Context: an optimization exercise on an open-source flow, tuned for small area. The choices shown serve that exercise and are no tape-out recipe.
In this exercise RTL edits were held to simulation tests only and were not proved equivalent to the original.
Power and IR drop assume default switching activity.

## v7
Design wlan_interleaver_top, start of the top module:
module wlan_interleaver_top(
    input wire clk,
    input wire reset,
    input wire il_in,
    output wire il_out,
    input wire dil_in,
    output wire dil_out
    );
For scale: ~340 cells after synthesis, roughly 6 I/O pins, roughly 0.0048 mm² of cells after synthesis.
Settings: LEC_CHECK=0, ABC_AREA=1, CAP_MARGIN=20, CORE_MARGIN=2, CORE_UTILIZATION=60, CTS_BUF_LIST=sky130_fd_sc_hd__clkbuf_4, CTS_CLUSTER_DIAMETER=50, CTS_CLUSTER_SIZE=10, SLEW_MARGIN=20; clock period 25.0 ns.
standard.sh (not shown) runs the stock make flow with config.mk's settings and CLKGATE_MAP_FILE= SYNTH_SCRIPT=/design/flow/synth_recipe.tcl, a recipe that flattens the netlist after the stock synthesis.
==> flow/flow/run.sh <==
#!/bin/bash
# Own layout flow: the standard layout (standard.sh), run with a copy of
# the ORFS scripts in which only the ABC area script differs (pure area
# mapping, no buffering or gate upsizing for ABC's picosecond-read clock
# period); port buffers are the smallest buffer, and CTS uses clkbuf_4 and
# no dummy loads. Each step's full output goes to a log file here.
set -euo pipefail
W=$(pwd)
rm -rf "$W/own_scripts"
cp -r "$FLOW_HOME/scripts" "$W/own_scripts"
cp "$W/flow/abc_area.script" "$W/own_scripts/abc_area.script"
ARGS=(
  "SCRIPTS_DIR=$W/own_scripts"
  "BUFFER_PORTS_ARGS=-buffer_cell sky130_fd_sc_hd__buf_1"
  "CTS_ARGS=-sink_clustering_enable -repair_clock_nets -sink_clustering_size 12 -sink_clustering_max_diameter 50 -buf_list sky130_fd_sc_hd__clkbuf_4 -dont_use_dummy_load"
)
bash standard.sh "${ARGS[@]}" synth > "$W/log_synth.txt" 2>&1
bash standard.sh "${ARGS[@]}" finish > "$W/log_layout.txt" 2>&1
test -f "$W/out/final.def"
==> flow/flow/abc_area.script <==
strash
ifraig
scorr
dc2
strash
dch -f
amap
topo
For v17, these inputs were changed with respect to v7:
Settings: changing CORE_UTILIZATION from 60 to 50.
--- a/flow/flow/run.sh
+++ b/flow/flow/run.sh
@@ -15 +15 @@
-  "CTS_ARGS=-sink_clustering_enable -repair_clock_nets -sink_clustering_size 12 -sink_clustering_max_diameter 50 -buf_list sky130_fd_sc_hd__clkbuf_4 -dont_use_dummy_load"
+  "CTS_ARGS=-sink_clustering_enable -repair_clock_nets -sink_clustering_size 12 -sink_clustering_max_diameter 40 -buf_list sky130_fd_sc_hd__clkbuf_4 -dont_use_dummy_load"
==> comparison <==
- Fmax of v7 is on par with v17.
- Max final worst slack across v7 and v17: v7
- NOTE: height of the die in v17 exceeds that of v7
- The hold slack in v17 sits 0.027 ns below the value recorded for v7.
- v17 gives more power than v7 did.
- Diff v7..v17 | H-tree depth | unchanged
- Diff v7 -> v17 | global-route total usage across every layer | decrease of 2.1 points
- From v7 to v17 the numbers moved as follows: die footprint went up by 19%, wire length rose 2.4%, routed metal-1 wire length now sits at about the same level, clock-pin slew on the worst setup and hold paths ~0 delta.
Here is what was changed in the inputs of v51 compared with v17.
Settings: a change of CORE_UTILIZATION from 50 to 55.
## What came out
- Looking at number of instances in the placed design, v51 sits 21 lower than v17 does.
- Looking at die area across v51 and v17, the one that comes out lower is v51.
- Sequential share of layout area in v51 vs v17: up 0.41 points
- Against v17, v51 comes in 21 lower on final cell count without fillers.
- Area added between synthesis and finish, v51 and v17: larger value in v17
- [compare] base=v17 new=v51: weighted congestion reported at the end of routability-driven placement moved down; power density relative to cell area went up about 0.47%.
- Summary: global-route wire length before repair, v51 better than v17
- Relative to v17, sum of routed wire length over all layers decreased by about 1.8% in v51.
- As of v51, routed via count divided by cell count had risen by a few percent compared to v17.

* * *

gamma:
Another version of the RTL of wlan_interleaver_top (not shown whole).
Size in the first run: ~360 cells after synthesis, ~5000 um^2 of cells after synthesis.
==> flow/config.mk <==
export PLATFORM = sky130hd
export DESIGN_NAME = wlan_interleaver_top
export DESIGN_NICKNAME = wlan_interleaver_top
export VERILOG_FILES = /design/flow/design.v
export SDC_FILE = /design/flow/constraint.sdc
export NUM_CORES = 4
export LEC_CHECK = 0
export ABC_AREA = 1
export CAP_MARGIN = 20
export CORE_MARGIN = 2
export CORE_UTILIZATION = 40
export CTS_BUF_LIST = sky130_fd_sc_hd__clkbuf_4
export CTS_CLUSTER_DIAMETER = 50
export CTS_CLUSTER_SIZE = 10
export SLEW_MARGIN = 20
==> flow/constraint.sdc <==
create_clock -name core_clock -period 25.0 [get_ports {clk}]
set_input_delay 5.0000 -clock core_clock [delete_from_list [all_inputs] [get_ports {clk}]]
set_output_delay 5.0000 -clock core_clock [all_outputs]
set_load 0.01 [all_outputs]
==> flow/flow/run.sh <==
#!/bin/bash
# Own layout flow: the standard layout (standard.sh), run with a copy of
# the ORFS scripts in which only the ABC area script differs (pure area
# mapping, no buffering or gate upsizing for ABC's picosecond-read clock
# period); port buffers are the smallest buffer, and CTS uses clkbuf_4 and
# no dummy loads. Each step's full output goes to a log file here.
set -euo pipefail
W=$(pwd)
rm -rf "$W/own_scripts"
cp -r "$FLOW_HOME/scripts" "$W/own_scripts"
cp "$W/flow/abc_area.script" "$W/own_scripts/abc_area.script"
ARGS=(
  "SCRIPTS_DIR=$W/own_scripts"
  "BUFFER_PORTS_ARGS=-buffer_cell sky130_fd_sc_hd__buf_1"
  "CTS_ARGS=-sink_clustering_enable -repair_clock_nets -sink_clustering_size 10 -sink_clustering_max_diameter 50 -buf_list sky130_fd_sc_hd__clkbuf_4 -dont_use_dummy_load"
)
bash standard.sh "${ARGS[@]}" synth > "$W/log_synth.txt" 2>&1
bash standard.sh "${ARGS[@]}" finish > "$W/log_layout.txt" 2>&1
test -f "$W/out/final.def"
Scripts as last shown in full above: flow/flow/abc_area.script
The final layout from gamma, which completed every stage, passed the timing, design-rule and antenna checks at the end of the flow.
--- input diff gamma..beta ---
- changing CORE_UTILIZATION from 40 to 60
-- flow/flow/run.sh --
<<< gamma, line 13
  "SCRIPTS_DIR=$W/own_scripts"
  "BUFFER_PORTS_ARGS=-buffer_cell sky130_fd_sc_hd__buf_1"
  "CTS_ARGS=-sink_clustering_enable -repair_clock_nets -sink_clustering_size 10 -sink_clustering_max_diameter 50 -buf_list sky130_fd_sc_hd__clkbuf_4 -dont_use_dummy_load"
)
bash standard.sh "${ARGS[@]}" synth > "$W/log_synth.txt" 2>&1
>>> beta, line 13
  "SCRIPTS_DIR=$W/own_scripts"
  "BUFFER_PORTS_ARGS=-buffer_cell sky130_fd_sc_hd__buf_1"
  "CTS_ARGS=-sink_clustering_enable -repair_clock_nets -sink_clustering_size 40 -sink_clustering_max_diameter 80 -buf_list sky130_fd_sc_hd__clkbuf_16 -root_buf sky130_fd_sc_hd__clkbuf_4 -tree_buf sky130_fd_sc_hd__clkbuf_4 -dont_use_dummy_load"
)
bash standard.sh "${ARGS[@]}" synth > "$W/log_synth.txt" 2>&1
==> flow/flow/abc_area.script <==
strash
dch -f
if -K 4 -a
strash
dch -f
amap
topo
--- outcome ---
Compared with gamma, beta shows a lower shortest clock period the worst path allows after layout. beta completed every stage of the flow, and the final layout passed the timing, design-rule and antenna checks. Re met2 wire length: gamma was lower than beta. beta — total routing resource utilization after global routing 4.3 points higher, gamma as reference. The final reports for beta and gamma show routed wire length higher in the former. beta against gamma; maximum vdd ir drop is up by more than 100%.

what the ideal ports hide:
Ports are ideal in the flow. The routed layouts listed here were re-timed in OpenROAD. Step 1 sets driving cells, clkbuf_16 on the clock port and buf_2 on the other inputs (assumed; they add their load-dependent delay and slew). Step 2, shift: input delay + t, output delay - t, t = (earliest + latest rising clock arrival at the registers) / 2. This alone moves slack from input paths to output paths. Slacks: no drivers / after step 1 / after step 2; pairs: no drivers / after step 1.
run	t (ns)	slack for setup (ns)	cell pins on the clock port's net
v7	0.556	18.993 / 18.962 / 19.519	1
v17	0.575	18.976 / 18.946 / 19.521	1
v51	0.569	18.992 / 18.964 / 19.532	1
gamma	0.588	18.867 / 18.885 / 18.297	1
beta	0.525	18.995 / 18.965 / 18.510	1
After both steps setup and hold are still met in every run listed. The setup slack of gamma, which loses most, moves by +0.018 ns with the drivers and by -0.570 ns with both steps.
